This design comes from an exercise in tuning for a short achievable clock period and few clock cycles per item on the open sky130 flow, not from production work.
Function was not checked in any run shown here: the RTL went through the layout flow alone.
No activity file was given, so power comes from the tool's default toggle rates.

--- flow/design.v ---
module cpu(clk, rst, imem_addr, imem_rdata, dmem_addr, dmem_rdata, dmem_we, dmem_wdata);
  input clk;
  input rst;
  output [9:0] imem_addr;
  input [31:0] imem_rdata;
  output [9:0] dmem_addr;
  input [31:0] dmem_rdata;
  output dmem_we;
  output [31:0] dmem_wdata;
  reg [31:0] RF [1:31];
  reg [31:0] wSum, wSh, wOth;        
  reg wIsSum, wIsSh;
  reg [4:0] wDest;                   
  wire [31:0] wRes = wIsSum ? wSum : wIsSh ? wSh : wOth;
  reg [31:0] w2Res, w3Res;
  reg [4:0] w2Dest;
  reg [4:0] eDest;
  reg eSW, eK;
  reg sAdd, sAnd, sOr, sNor, sSll, sSrl, sLw;
  wire [4:0] eDestV = eK ? 5'd0 : eDest;
  wire eSWV = eSW & ~eK;
  wire eSh = sSll | sSrl;
  reg [127:0] BHT;             
  reg uV, uInv;
  reg [5:0] uIdx;
  reg [9:0] PC;
  wire [31:0] fI = imem_rdata;
  wire fJ = fI[31:26] == 6'd2;
  wire fBr = fI[31:27] == 5'b00010;
  wire fInv = BHT[{PC[5:0], 1'b1}];
  wire fPT = fBr & (fI[15] ^ fInv);
  wire [9:0] fPC1 = PC + 10'd1;
  wire [10:0] fBTx = {PC, 1'b1} + {fI[9:0], 1'b1};
  wire [9:0] fBT = fBTx[10:1];
  wire [9:0] fNext = fJ ? fI[9:0] : fPT ? fBT : fPC1;
  wire [9:0] fAlt = fPT ? fPC1 : fBT;
  wire [4:0] fRs = fI[25:21], fRt = fI[20:16];
  wire [31:0] fRsV = fRs == 5'd0 ? 32'd0 : RF[fRs];
  wire [31:0] fRtV = fRt == 5'd0 ? 32'd0 : RF[fRt];
  reg [15:0] cV;
  reg [5:0] cTag [0:15];
  reg [31:0] cIns [0:15];
  reg cPT [0:15];
  reg [9:0] cAlt [0:15];
  reg [9:0] cNxt [0:15];
  reg fill;                    
  reg kHit, kPT;
  reg [31:0] kI;
  reg [9:0] kAlt, kNxt, kAddr;
  wire [4:0] kRs = kI[25:21], kRt = kI[20:16];
  wire [31:0] kRsV = kRs == 5'd0 ? 32'd0 : RF[kRs];
  wire [31:0] kRtV = kRt == 5'd0 ? 32'd0 : RF[kRt];
  reg useX;
  reg [31:0] dI, dA, dB, xI, xA, xB;
  reg dV, dPT, dA2, dA3, dA4, dB2, dB3, dB4, xPT, xA3, xA4, xB3, xB4;
  reg [9:0] dAlt, xAlt;
  reg [5:0] dIdx, xIdx;
  wire [31:0] dIs = useX ? xI : dI;
  wire [31:0] dAs = useX ? xA : dA;
  wire [31:0] dBs = useX ? xB : dB;
  wire dVs = useX | dV;
  wire dPTs = useX ? xPT : dPT;
  wire [9:0] dAlts = useX ? xAlt : dAlt;
  wire [5:0] dIdxs = useX ? xIdx : dIdx;
  wire dA2s = ~useX & dA2, dB2s = ~useX & dB2;
  wire dA3s = useX ? xA3 : dA3, dB3s = useX ? xB3 : dB3;
  wire dA4s = useX ? xA4 : dA4, dB4s = useX ? xB4 : dB4;
  wire [5:0] dOp = dIs[31:26], dFn = dIs[5:0];
  wire [4:0] dRs = dIs[25:21], dRt = dIs[20:16], dRd = dIs[15:11];
  wire dR = dOp == 6'd0;
  wire dSLL = dR & dFn == 6'd0, dSRL = dR & dFn == 6'd2, dADD = dR & dFn == 6'd32,
       dSUB = dR & dFn == 6'd34, dAND = dR & dFn == 6'd36, dOR = dR & dFn == 6'd37,
       dNOR = dR & dFn == 6'd39;
  wire dADDI = dOp == 6'd8, dANDI = dOp == 6'd12, dORI = dOp == 6'd13,
       dLW = dOp == 6'd35, dSW = dOp == 6'd43, dBEQ = dOp == 6'd4, dBNE = dOp == 6'd5;
  wire dRW = dSLL | dSRL | dADD | dSUB | dAND | dOR | dNOR;
  wire dIW = dADDI | dANDI | dORI | dLW;
  wire [4:0] dDest = dRW ? dRd : dIW ? dRt : 5'd0;
  wire dImm = dADDI | dANDI | dORI;
  wire [31:0] dSimm = {{16{dIs[15]}}, dIs[15:0]};
  wire [31:0] dAv = dA2s ? wRes : dA3s ? w2Res : dA4s ? w3Res : dAs;
  wire [31:0] dBv = dB2s ? wRes : dB3s ? w2Res : dB4s ? w3Res : dBs;
  wire [9:0] dAddr = dAv[9:0] + dIs[11:2];
  wire dMA = eDestV != 5'd0 & eDestV == dRs;
  wire dMB = eDestV != 5'd0 & eDestV == dRt;
  wire dStall = dVs & (((dLW | dSW) & dMA) | (dLW & eSWV));
  wire dGo = dVs & ~dStall;
  reg eBeq, eBne, ePT, eSt;
  reg [5:0] eIdx;
  reg [9:0] eAlt, eAddr, mAddr;
  reg [31:0] eA, eB, eO2;
  reg eFAs, eFAh, eFAo, eFBs, eFBh, eFBo, eF2s, eF2h, eF2o, eSub;
  reg [4:0] eShamt;
  reg sWe;
  reg [31:0] sData;
  wire [31:0] A = eFAs ? wSum : eFAh ? wSh : eFAo ? wOth : eA;
  wire [31:0] B = eFBs ? wSum : eFBh ? wSh : eFBo ? wOth : eB;
  wire [31:0] O2 = eF2s ? wSum ^ {32{eSub}} : eF2h ? wSh ^ {32{eSub}} : eF2o ? wOth ^ {32{eSub}} : eO2;
  wire [32:0] sumx = {A, 1'b1} + {O2, eSub};
  wire [31:0] sum = sumx[32:1];
  wire [31:0] shres = sSll ? B << eShamt : B >> eShamt;
  wire [31:0] oth = ({32{sAnd}} & (A & O2)) | ({32{sOr}} & (A | O2))
                  | ({32{sNor}} & ~(A | O2)) | ({32{sLw}} & dmem_rdata);
  wire eEq = A == B;
  wire eBr = ~eK & (eBeq | eBne);
  wire eTaken = eBeq ? eEq : ~eEq;
  wire eMis = eBr & (eTaken ^ ePT);
  assign imem_addr = PC;
  assign dmem_addr = mAddr;
  assign dmem_we = sWe;
  assign dmem_wdata = sData;
  always @(posedge clk) begin
    if(rst) begin
      PC <= 10'd0;
      dV <= 1'b0;
      useX <= 1'b0;
      fill <= 1'b0;
      cV <= 16'd0;
      BHT <= 128'd0;
      uV <= 1'b0;
      eDest <= 5'd0;
      eSW <= 1'b0;
      eBeq <= 1'b0;
      eBne <= 1'b0;
      eK <= 1'b0;
      wDest <= 5'd0;
      w2Dest <= 5'd0;
      sWe <= 1'b0;
    end else begin
      if(eMis) begin
        PC <= kHit ? kNxt : eAlt;
        dV <= 1'b0;
        useX <= kHit;
        fill <= ~kHit;
      end else begin
        if(~dStall) begin
          PC <= fNext;
          dV <= 1'b1;
        end else
          dV <= dVs;
        useX <= 1'b0;
        fill <= 1'b0;
      end
      if(fill) cV[PC[3:0]] <= 1'b1;
      if(uV) begin
        if(uInv) begin
          if(BHT[{uIdx, 1'b1}] == 1'b0 | BHT[{uIdx, 1'b0}] == 1'b0)
            {BHT[{uIdx, 1'b1}], BHT[{uIdx, 1'b0}]} <= {BHT[{uIdx, 1'b1}], BHT[{uIdx, 1'b0}]} + 2'd1;
        end else begin
          if(BHT[{uIdx, 1'b1}] == 1'b1 | BHT[{uIdx, 1'b0}] == 1'b1)
            {BHT[{uIdx, 1'b1}], BHT[{uIdx, 1'b0}]} <= {BHT[{uIdx, 1'b1}], BHT[{uIdx, 1'b0}]} - 2'd1;
        end
      end
      uV <= eBr;
      eDest <= dGo ? dDest : 5'd0;
      eSW <= dGo & dSW;
      eBeq <= dGo & dBEQ;
      eBne <= dGo & dBNE;
      eK <= eMis;
      wDest <= eDestV;
      w2Dest <= wDest;
      sWe <= eSWV;
    end
    uIdx <= eIdx;
    uInv <= eTaken ^ eSt;
    if(fill) begin
      cTag[PC[3:0]] <= PC[9:4];
      cIns[PC[3:0]] <= fI;
      cPT[PC[3:0]] <= fPT;
      cAlt[PC[3:0]] <= fAlt;
      cNxt[PC[3:0]] <= fNext;
    end
    kHit <= cV[dAlts[3:0]] & cTag[dAlts[3:0]] == dAlts[9:4];
    kI <= cIns[dAlts[3:0]];
    kPT <= cPT[dAlts[3:0]];
    kAlt <= cAlt[dAlts[3:0]];
    kNxt <= cNxt[dAlts[3:0]];
    kAddr <= dAlts;
    xI <= kI;
    xA <= kRsV;
    xB <= kRtV;
    xA3 <= wDest != 5'd0 & wDest == kRs;
    xB3 <= wDest != 5'd0 & wDest == kRt;
    xA4 <= w2Dest != 5'd0 & w2Dest == kRs;
    xB4 <= w2Dest != 5'd0 & w2Dest == kRt;
    xPT <= kPT;
    xAlt <= kAlt;
    xIdx <= kAddr[5:0];
    if(~dStall) begin
      dI <= fI;
      dPT <= fPT;
      dAlt <= fAlt;
      dIdx <= PC[5:0];
      dA <= fRsV;
      dB <= fRtV;
      dA2 <= eDestV != 5'd0 & eDestV == fRs;
      dB2 <= eDestV != 5'd0 & eDestV == fRt;
      dA3 <= wDest != 5'd0 & wDest == fRs;
      dB3 <= wDest != 5'd0 & wDest == fRt;
      dA4 <= w2Dest != 5'd0 & w2Dest == fRs;
      dB4 <= w2Dest != 5'd0 & w2Dest == fRt;
    end else begin
      dI <= dIs;
      dPT <= dPTs;
      dAlt <= dAlts;
      dIdx <= dIdxs;
      dA <= dAv;
      dB <= dBv;
      dA2 <= dMA;
      dB2 <= dMB;
      dA3 <= 1'b0;
      dB3 <= 1'b0;
      dA4 <= 1'b0;
      dB4 <= 1'b0;
    end
    ePT <= dPTs;
    eSt <= dIs[15];
    eIdx <= dIdxs;
    eAlt <= dAlts;
    eAddr <= dAddr;
    mAddr <= eSWV ? eAddr : dAddr;
    eA <= dAv;
    eB <= dBv;
    eO2 <= dImm ? dSimm : dSUB ? ~dBv : dBv;
    eFAs <= dMA & sAdd;
    eFAh <= dMA & eSh;
    eFAo <= dMA & ~sAdd & ~eSh;
    eFBs <= dMB & sAdd;
    eFBh <= dMB & eSh;
    eFBo <= dMB & ~sAdd & ~eSh;
    eF2s <= ~dImm & dMB & sAdd;
    eF2h <= ~dImm & dMB & eSh;
    eF2o <= ~dImm & dMB & ~sAdd & ~eSh;
    eSub <= dSUB;
    eShamt <= dIs[10:6];
    sAdd <= dADD | dSUB | dADDI;
    sAnd <= dAND | dANDI;
    sOr <= dOR | dORI;
    sNor <= dNOR;
    sSll <= dSLL;
    sSrl <= dSRL;
    sLw <= dLW;
    sData <= B;
    wSum <= sum;
    wSh <= shres;
    wOth <= oth;
    wIsSum <= sAdd;
    wIsSh <= eSh;
    w2Res <= wRes;
    w3Res <= w2Res;
    if(w2Dest != 5'd0) RF[w2Dest] <= w2Res;
  end
endmodule
--- flow/run.sh ---
#!/bin/bash
# synth_recipe.tcl (not shown) runs the flow's synth.tcl, then flattens the netlist and writes it again
# the make line also repeats each setting of config.mk as NAME=value (left out here)
make -C /OpenROAD-flow-scripts/flow DESIGN_CONFIG=/design/flow/config.mk WORK_HOME=/design/flow/orfs CLKGATE_MAP_FILE= SYNTH_SCRIPT=/design/flow/synth_recipe.tcl finish
--- flow/config.mk ---
export PLATFORM = sky130hd
export DESIGN_NAME = cpu
export DESIGN_NICKNAME = cpu
export VERILOG_FILES = /design/flow/design.v
export SDC_FILE = /design/flow/constraint.sdc
export NUM_CORES = 8
export LEC_CHECK = 0
export ABC_CLOCK_PERIOD_IN_PS = 3000
export CAP_MARGIN = 20
export CORE_MARGIN = 2
export CORE_UTILIZATION = 40
export SETUP_SLACK_MARGIN = 4.5
export SLEW_MARGIN = 20
--- flow/constraint.sdc ---
create_clock -name core_clock -period 7.5 [get_ports {clk}]
set_input_delay 1.5000 -clock core_clock [delete_from_list [all_inputs] [get_ports {clk}]]
set_output_delay 1.5000 -clock core_clock [all_outputs]
set_load 0.01 [all_outputs]
==> results of run 1 <==
[power by group]
group          switching [mW]  internal [mW]
sequential               1.05           16.3
combinational            8.35           6.15
clock                    6.04           8.53
total                    15.4           31.0
[what timing repair did]
| item | 4_1_cts | 5_1_grt |
|---|---|---|
| gates cloned | 76 | 31 |
| setup endpoints to repair | 1220 | 537 |
| setup buffers | 226 | 163 |
| gates resized for setup | 870 | 460 |
| pin swaps | 132 | 148 |
[layout make-up]
class | instances | area (um2)
antenna | 17 | 42.5
clock buffer | 398 | 8240
clock inverter | 133 | 1350
fill | 27821 | 170000
inverter | 174 | 769
multi-input combinational | 6580 | 61000
sequential | 2606 | 71700
tap | 4366 | 5460
timing repair buffer | 829 | 10900
timing repair inverter | 6 | 53.8
[cell usage in the layout (no fill, tap or decap), types with 80 or more instances in the layout]
cell type / n
edfxtp_1: 1936
nor2_1: 442
o21ai_0: 197
nand2_1: 1308
a211oi_1: 84
clkbuf_16: 329
buf_12: 104
buf_4: 381
buf_6: 94
mux2_2: 176
a221oi_1: 120
inv_1: 154
mux2i_1: 610
o221ai_1: 80
a21oi_1: 387
mux4_2: 952
nor3_1: 99
a311oi_1: 116
dfxtp_1: 609
xnor2_1: 151
nand3_1: 500
[metrics by stage]
step	cell area [um2]	worst slack [ps]	hold slack (ps)	power, mW	cells
final	159000	3930	269	46.5	15109
after global routing	159000	3840	277	47.5	15096
after CTS	155000	4040	265	45.4	14896
after detailed placement	139000	2210	312	30.0	14063
after global placement	139000	2230	313	29.9	14062
after floorplan	134000	3700	310	25.6	10203
[worst paths after layout]
kind / start / end / slack (ps) / cells after the start
hold reg to reg: kAlt[6]$_DFF_P_ / xAlt[6]$_DFF_P_ / 270 / 0
setup reg to reg: eFAo$_DFF_P_ / PC[3]$_SDFFE_PP0P_ / 3930 / 15
setup / recovery: eFAo$_DFF_P_ / PC[3]$_SDFFE_PP0P_ / 3930 / 15
hold / removal: kAlt[6]$_DFF_P_ / xAlt[6]$_DFF_P_ / 270 / 0
[registers in the layout, summed over array words and instances, names as in the netlist, 96 cells and up]
name	count
cTag	96
RF	992
cAlt	160
cIns	512
cNxt	160
[cell families after synthesis]
| group | Yosys count |
|---|---|
| compound gates | 1631 |
| xor+xnor | 239 |
| mux | 1865 |
| flops | 2606 |
| fa+ha+maj | 91 |
| buf+inv | 1023 |
| simple gates | 2748 |
[routing by layer]
metal	up-vias	part of all wire [%]	GRT usage [%]
li1	40117	-	-
met1	50361	36	38.8
met4	24	7.5	18.3
met2	7746	43	44.3
met5	-	0.036	0
met3	1822	13	8.52
[worst register-to-register path, cell delays in order (launching register included)]
cell and delay, ps:
dfxtp_4 360, buf_12 150, buf_12 120, buf_8 110
mux2i_4 240, a211oi_2 100, a21oi_2 230, xor2_2 240
nand4_1 190, o41ai_2 420, nand4_1 160, buf_6 180
o2111ai_4 210, nand4_4 210, buf_12 220, mux2_4 320
==> metrics list, run 1 <==
- The first global-routing pass estimated between 700 and 800 mm of wire.
* Number of iterations in the first detailed-routing pass: 6
- Total standard cell area after synthesis: 132000 um2
- Period Utilization, post-route: approximately 48%
* Width of the die: between 500 and 600 um
- By count the netlist is led by edfxtp_1, nand2_1, mux4_2.
- Among cell families on the critical path, the largest total delay comes from compound AO/OA/AOI/OAI gates.
- In the final timing run, aggregate negative setup slack is 0 ps.
- Final number of setup-violating endpoints: 0
- Worst path required time: ~8300 ps
- In this run the deepest clock path goes through 4 buffers.
- Mapped Cells: between 10000 and 15000
- Summed over all layers, the routed wires come to between 500 and 600 mm.
* Type of destination of the critical path: flop
* Maximum level of the CTS H-tree: 5
* Vias in the first global route: between 90000 and 100k
* Type of the tightest min-delay check: flop to flop
- Proportion of synthesized area in mux cells: 23.4%
- The initial utilization of the core area, before any placement, comes to roughly 40%.
- The largest individual stage delay along the critical path comes from the cell o41ai_2.
- Summed over all nets, the half-perimeter wirelength after detailed placement is roughly 270 mm.
- STA puts the critical path data arrival time at approximately 4400 ps.
- After Yosys synthesis, and, or, nand and nor cells account for under 10% of the synthesized area.
- Most common cell type on the critical path: buf_12
- Dividing the synthesized area by the synthesized cell count gives approximately 13 um2.
* Number of buffers added by the clock tree synthesis step: around 290
* Vias after detailed routing: between 100k and 150k
- The floorplan step defined a die boundary enclosing about 340000 um2.
* Crit path buffers/inverters: 5
- The final hold violation count is 0.
* Syn. warnings: 1
* Leakage: roughly 56 nW
* Final routed DRC violation total: 0
- Most common cell in the netlist: edfxtp_1
- For this run the aggregate overflow at the end of global routing stands at 0.
- Quantity of hold-fixing buffers added after cts: 0
- CTS tree: built
* Maxcap violations: 0
* Layout-stage area growth over the synthesis result: 20.6%
- Top_reg_cell synth: edfxtp_1
- Number of storage elements in the synthesis netlist: around 2600
- Timing would allow up to 280 MHz.
- The top cell type by area accounts for 44.0% of the synthesized area.
* Peak supply drop: between 0.0002 and 0.0003 V
- Setup repair after global routing could not meet its margin everywhere.
* Aggregate global-route resource usage: 29.9%
* Critical Path, Cell by Cell: buf_12, buf_12, buf_8, mux2i_4, a211oi_2, a21oi_2, xor2_2, nand4_1, o41ai_2, nand4_1, buf_6, o2111ai_4, nand4_4, buf_12, mux2_4
* Antenna violations before repair: 33
* CP peak stage delay: between 400 and 500 ps
- Library cell with the largest summed area after synthesis: edfxtp_1
- Xor and xnor fraction of the mapped netlist area: roughly 1.6%
- Adder-cell area share of the yosys netlist: less than 1%
- In the routed layout, each cell is associated on average with a via count of approximately 6.6.
- Biggest fanout along the worst timing path: 7
- STA classifies the critical path startpoint as a flop.
* Final worst path period need: around 3600 ps
- End-of-flow core utilization: 48.4%
- After synthesis, flip-flops and latches occupy between 50% and 60% of the total area.
- Worst max-slew margin expressed relative to the limit: between 10 and 15%
- The max-slew violation total from the final report is 0.
- FP Rows: 211
* Cell chosen for the clock root: clkbuf_16
- Antenna violation net count after detailed routing: 0
- Number of distinct library cells after synthesis: about 80
* Number of nets in the synthesized netlist: between 10000 and 15000
- By startpoint and endpoint, the worst setup path is classified as flop to flop.
- Worst-path clk slew: roughly 60 ps
- Synthesized-area fraction occupied by ao, oa, aoi and oai cells: between 8 and 9%
- In the final design database the tool counted 10643 nets.
- After detailed routing, the average wire length per cell comes to roughly 35 um.
- Counting flops with an async set or reset pin after synthesis yields a share of 0%.
- Clock sink total: between 2000 and 3000
- Largest family of logic cells by synthesized area: multiplexers
- Setup skew after layout: ~100 ps
* Number of synthesized flops with an enable pin: between 1500 and 2000
- Least-Margin Pin Slew: 1350 ps
- The first routing iteration left between 15000 and 20000 violations.
- Top-Level Pins: between 100 and 150
- Maximum number of pins on one net before global-route repair: ~110
- Core footprint: 330000 um2
* Final estimated routing congestion in global placement: 0.919
* Proportion of layout cells with a drive suffix above 1: between 20% and 30%
- Port Buffers: roughly 120
- The flow ran to the end and the layout has no timing, DRC or antenna violations.
- Die height: 579 um
- At the later pin of the worst-skew pair, clock insertion delay measures approximately 940 ps.
* Area contributors post-synth: edfxtp_1, mux4_2, dfxtp_1
* Power density relative to cell area: between 200 and 300 nW/um2
==> run 2, diff against run 1 <==
--- a/flow/config.mk
+++ b/flow/config.mk
@@ -6,8 +6,8 @@
 export NUM_CORES = 8
 export LEC_CHECK = 0
-export ABC_CLOCK_PERIOD_IN_PS = 3000
+export ABC_CLOCK_PERIOD_IN_PS = 2500
 export CAP_MARGIN = 20
 export CORE_MARGIN = 2
 export CORE_UTILIZATION = 40
-export SETUP_SLACK_MARGIN = 4.5
+export SETUP_SLACK_MARGIN = 4.7
 export SLEW_MARGIN = 20
==> run 2 against run 1 <==
  * First-iteration DRC count increased by 0.50%
  * Worst setup slack got worse by 86 ps
  * Sequential cell count unchanged
  * Final area increased by 1.1%
  * Critical path depth unchanged
  * Synthesized area unchanged
  * Highest routed layer unchanged
==> metrics list, run 2 <==
* Result of the run: no timing/DRC/antenna violations
- After routing, the total negative slack on setup checks comes to 0 ps.
* Number of distinct library cells after synthesis: 82
- WS Path Type: flop to flop
- Most common cell in the netlist: edfxtp_1
* Number of nets in the synthesized netlist: roughly 10000
* Maximum level of the CTS H-tree: 5
- Entering global routing, the biggest net connects 101 pins.
- In this run the worst path has a maximum fanout of 7.
* Final worst path period need: 3660 ps
- The min-delay analysis places its worst path in the category flop to flop.
- The critical path starts at eFBo$_DFF_P_.
- Clock sink total: roughly 2600
* Number of buffers added by the clock tree synthesis step: 288
- Library cell with the largest summed area after synthesis: edfxtp_1
- In this run the critical register-to-register path is captured at PC[9]$_SDFFE_PP0P_.
- Detailed placement ended at an HPWL of approximately 270 mm.
* Syn. warnings: 1
* Launch point of the worst reg-to-reg path: eFBo$_DFF_P_
- Dividing total power by cell area gives a power density of between 200 and 300 nW/um2.
* Final worst hold slack: 298 ps
- For the pin with the worst max-slew slack, the measured transition is 1230 ps.
* Maxcap violations: 0
* Final estimated routing congestion in global placement: 0.929
- End-of-flow core utilization: between 40% and 50%
- Port buffering added 118 buffers.
- Busiest layer in global routing: met2
* Number of synthesized flops with an enable pin: around 1900
- The cell area that synthesis handed to floorplanning was between 100000 and 150000 um2.
- Type of destination of the critical path: flop
- For this run, global-route usage on met2 was measured as 44.4%.
- Maximum buffer depth of the clock tree: 4
* Via density: about 6.6
* Effective utilization at floorplan: 40.1%
- Counting flops with an async set or reset pin after synthesis yields a share of 0%.
- After technology mapping, the gate count stands at around 10000.
* Area of the die: between 300000 and 400000 um2
- By area the synthesized netlist is led by edfxtp_1, mux4_2, dfxtp_1.
* Final number of setup-violating endpoints: 0
- The critical path ends at PC[9]$_SDFFE_PP0P_.
- Number of iterations in the first detailed-routing pass: 13
- Commonest cells after routing, fill and taps aside: edfxtp_1, nand2_1, mux4_2, mux2i_1, dfxtp_1
- The share of the Yosys chip area taken by registers is between 50% and 60%.
- Final routed wire length divided by cell count: around 35 um
* Top-Level Pins: approximately 120
- Critical Path, Cell by Cell: buf_12, buf_6, mux2i_2, a211o_1, a2111o_1, nor4_2, a21oi_2, o41ai_4, nand4_1, buf_4, o2111ai_4, nand4_4, buf_12, buf_16, mux2_4
- The max-slew violation total from the final report is 0.
- In this run the biggest area consumer among cell types represents between 40% and 50% of the synthesized area.
- Layout-stage area growth over the synthesis result: 21.9%
* CTS tree: built
- Clock-pin slew was measured on the worst setup and hold paths at 60 ps.
* Clock latency at the later pin of the worst-skew pair: 940 ps
- The synthesized design contains 2606 register bits.
* Width of the die: 579 um
* Reg-to-reg slack, setup: around 3800 ps
- Setup repair after global routing could not meet its margin everywhere.
- Vias after detailed routing: about 100k
- For this run the aggregate overflow at the end of global routing stands at 0.
- The final layout contains routed wiring with a total length of around 530 mm.
- Excluding fillers, the count of instances in the completed layout stands at between 15000 and 20000.
- Ranked by flip-flop count, first place goes to RF.
- Most common library cell in the layout ignoring fill and taps: edfxtp_1
- Period Utilization, post-route: around half
* Global Route met3 Usage: ~8.2%
* CP peak stage delay: about 470 ps
* Die height: between 500 and 600 um
- Final routed DRC violation total: 0
- The initial antenna violation count is 38.
* Hold Violations, Final: 0
- Among the stages of the critical path, the cell type that occurs most often is buf_12.
- Global-route wire length before repair: roughly 700 mm
- Met1 layer usage reported by global route: 39.5%
- The post-route netlist has 30.6% of its cells at a drive strength greater than 1.
* Max reg flops: 992
- Placed Cells incl. Taps: 14056
* Core footprint: roughly 330000 um2
- IR analysis of the VDD net gives a maximum drop of roughly 0.00028 V.
- Quantity of hold-fixing buffers added after cts: 0
- For this run, the post-layout net count is 10735.
* Maximum clock frequency: roughly 270 MHz
- Path depth of the worst reg2reg path: 15
- DRC violation total after the first TritonRoute iteration: roughly 15000
- Most frequent cells after synthesis: edfxtp_1, nand2_1, mux4_2
- Top_reg_cell synth: edfxtp_1
- Worst path required time: between 8000 and 9000 ps
- Vias in the first global route: 95371
- The count of nets left with antenna violations once routing finished came out at 0.
- The average instance in the mapped netlist occupies between 10 and 15 um2.
- The analysis attributes to cell leakage a power of ~57 nW.
- Aggregate global-route resource usage: a little under a third
- Setup skew after layout: between 80 and 90 ps
* FP Rows: 211
- Setup crit start kind: flop
* Master of the slowest instance on the critical path: a2111o_1
* Cell chosen for the clock root: clkbuf_16
* Worst max-slew margin expressed relative to the limit: a little under a fifth
* Arrival time of data at the critical path endpoint: around 4500 ps
==> run 2: cell counts after synthesis <==
No cell type changed its count.
==> run 2: cell families after synthesis <==
logic type / after synthesis / share of synthesized area (%)
flops: 2606 / 54.1
xor+xnor: 239 / 1.58
fa+ha+maj: 91 / 0.878
buf+inv: 1023 / 3.01
simple gates: 2748 / 8.97
mux: 1865 / 23.4
compound gates: 1631 / 8.08
==> run 2: layout make-up <==
cell class              instances  area, um2
clock buffers                 400       8230
repair inverters                7       63.8
multi-input cells            6594      61900
clock inverters               123       1100
well taps                    4366       5460
inverters                     174        793
fillers                     27764     169000
flip-flops and latches       2606      71700
diodes                         23       57.6
repair buffers                907      11900
==> run 2: worst min-delay path by stage <==
stage	cells after the start	end	slack, ps	startpoint
5_1_grt	0	xI[13]$_DFF_P_	310	kI[13]$_DFF_P_
4_1_cts	0	xI[13]$_DFF_P_	300	kI[13]$_DFF_P_
2_1_floorplan	0	xAlt[0]$_DFF_P_	310	kAlt[0]$_DFF_P_
3_5_place_dp	0	xAlt[1]$_DFF_P_	310	kAlt[1]$_DFF_P_
3_3_place_gp	0	xAlt[3]$_DFF_P_	310	kAlt[3]$_DFF_P_
6_report	0	xI[13]$_DFF_P_	300	kI[13]$_DFF_P_
==> run 2: report_power, final <==
group	total (mW)	switching [mW]	internal (mW)
registers	17.3	0.950	16.3
logic	14.8	8.45	6.36
clock network	14.3	6.07	8.18
==> run 2: timing repair <==
item,4_1_cts,5_1_grt
buffers inserted,290,185
gates cloned,91,31
endpoints found under the hold margin,0,0
resized for setup,1109,565
pin swaps,157,272
setup endpoints to repair,1762,930
==> run 2: per-layer routing <==
metal	up-vias	part of all wire, %
met5	-	0.077
met1	50294	36
met3	1747	14
li1	40348	-
met2	7805	43
met4	36	7.4
==> run 2: through the flow <==
step	total power, mW	setup WS, ps	area, um2
5_1_grt	47.4	3820	161000
4_1_cts	45.4	3950	157000
3_5_place_dp	29.9	2110	139000
3_3_place_gp	29.9	2130	139000
6_report	46.3	3840	161000
2_1_floorplan	25.7	3700	134000
==> run 2: critical path: cells and delay by family (launching register included) <==
kind	cells	cell delay (ps)
flip-flops	1	360
buffers and inverters	5	720
AND/OR/NAND/NOR	3	490
multiplexers	2	470
AO/OA/AOI/OAI	5	1460

==> afterwards: timing with drivers on the ports <==
The results above use ideal ports. As a check the final layouts listed here were re-extracted and re-timed, cells and wires unchanged.
Step 1 (the two cells are an assumption about what drives the block):
set clk [get_ports {clk}]
set_driving_cell -lib_cell sky130_fd_sc_hd__clkbuf_16 $clk
set_driving_cell -lib_cell sky130_fd_sc_hd__buf_2 [delete_from_list [all_inputs] $clk]
Step 2 also shifts input and output timing later by t, the mid clock arrival at the registers, as if the neighbouring blocks saw the same clock.
Three values: no drivers, after step 1, after step 2; two values: the first two.
run	t, ns	slack for setup (ns)	slew at the worst register clock pin (ns)
run 1	0.991	3.931 / 3.931 / 3.132	0.07 / 0.07
run 2	0.998	3.844 / 3.844 / 3.198	0.08 / 0.08
After both steps setup and hold are still met in every run listed. The setup slack of run 1, which loses most, moves by 0.000 ns with the drivers and by -0.799 ns with both steps.
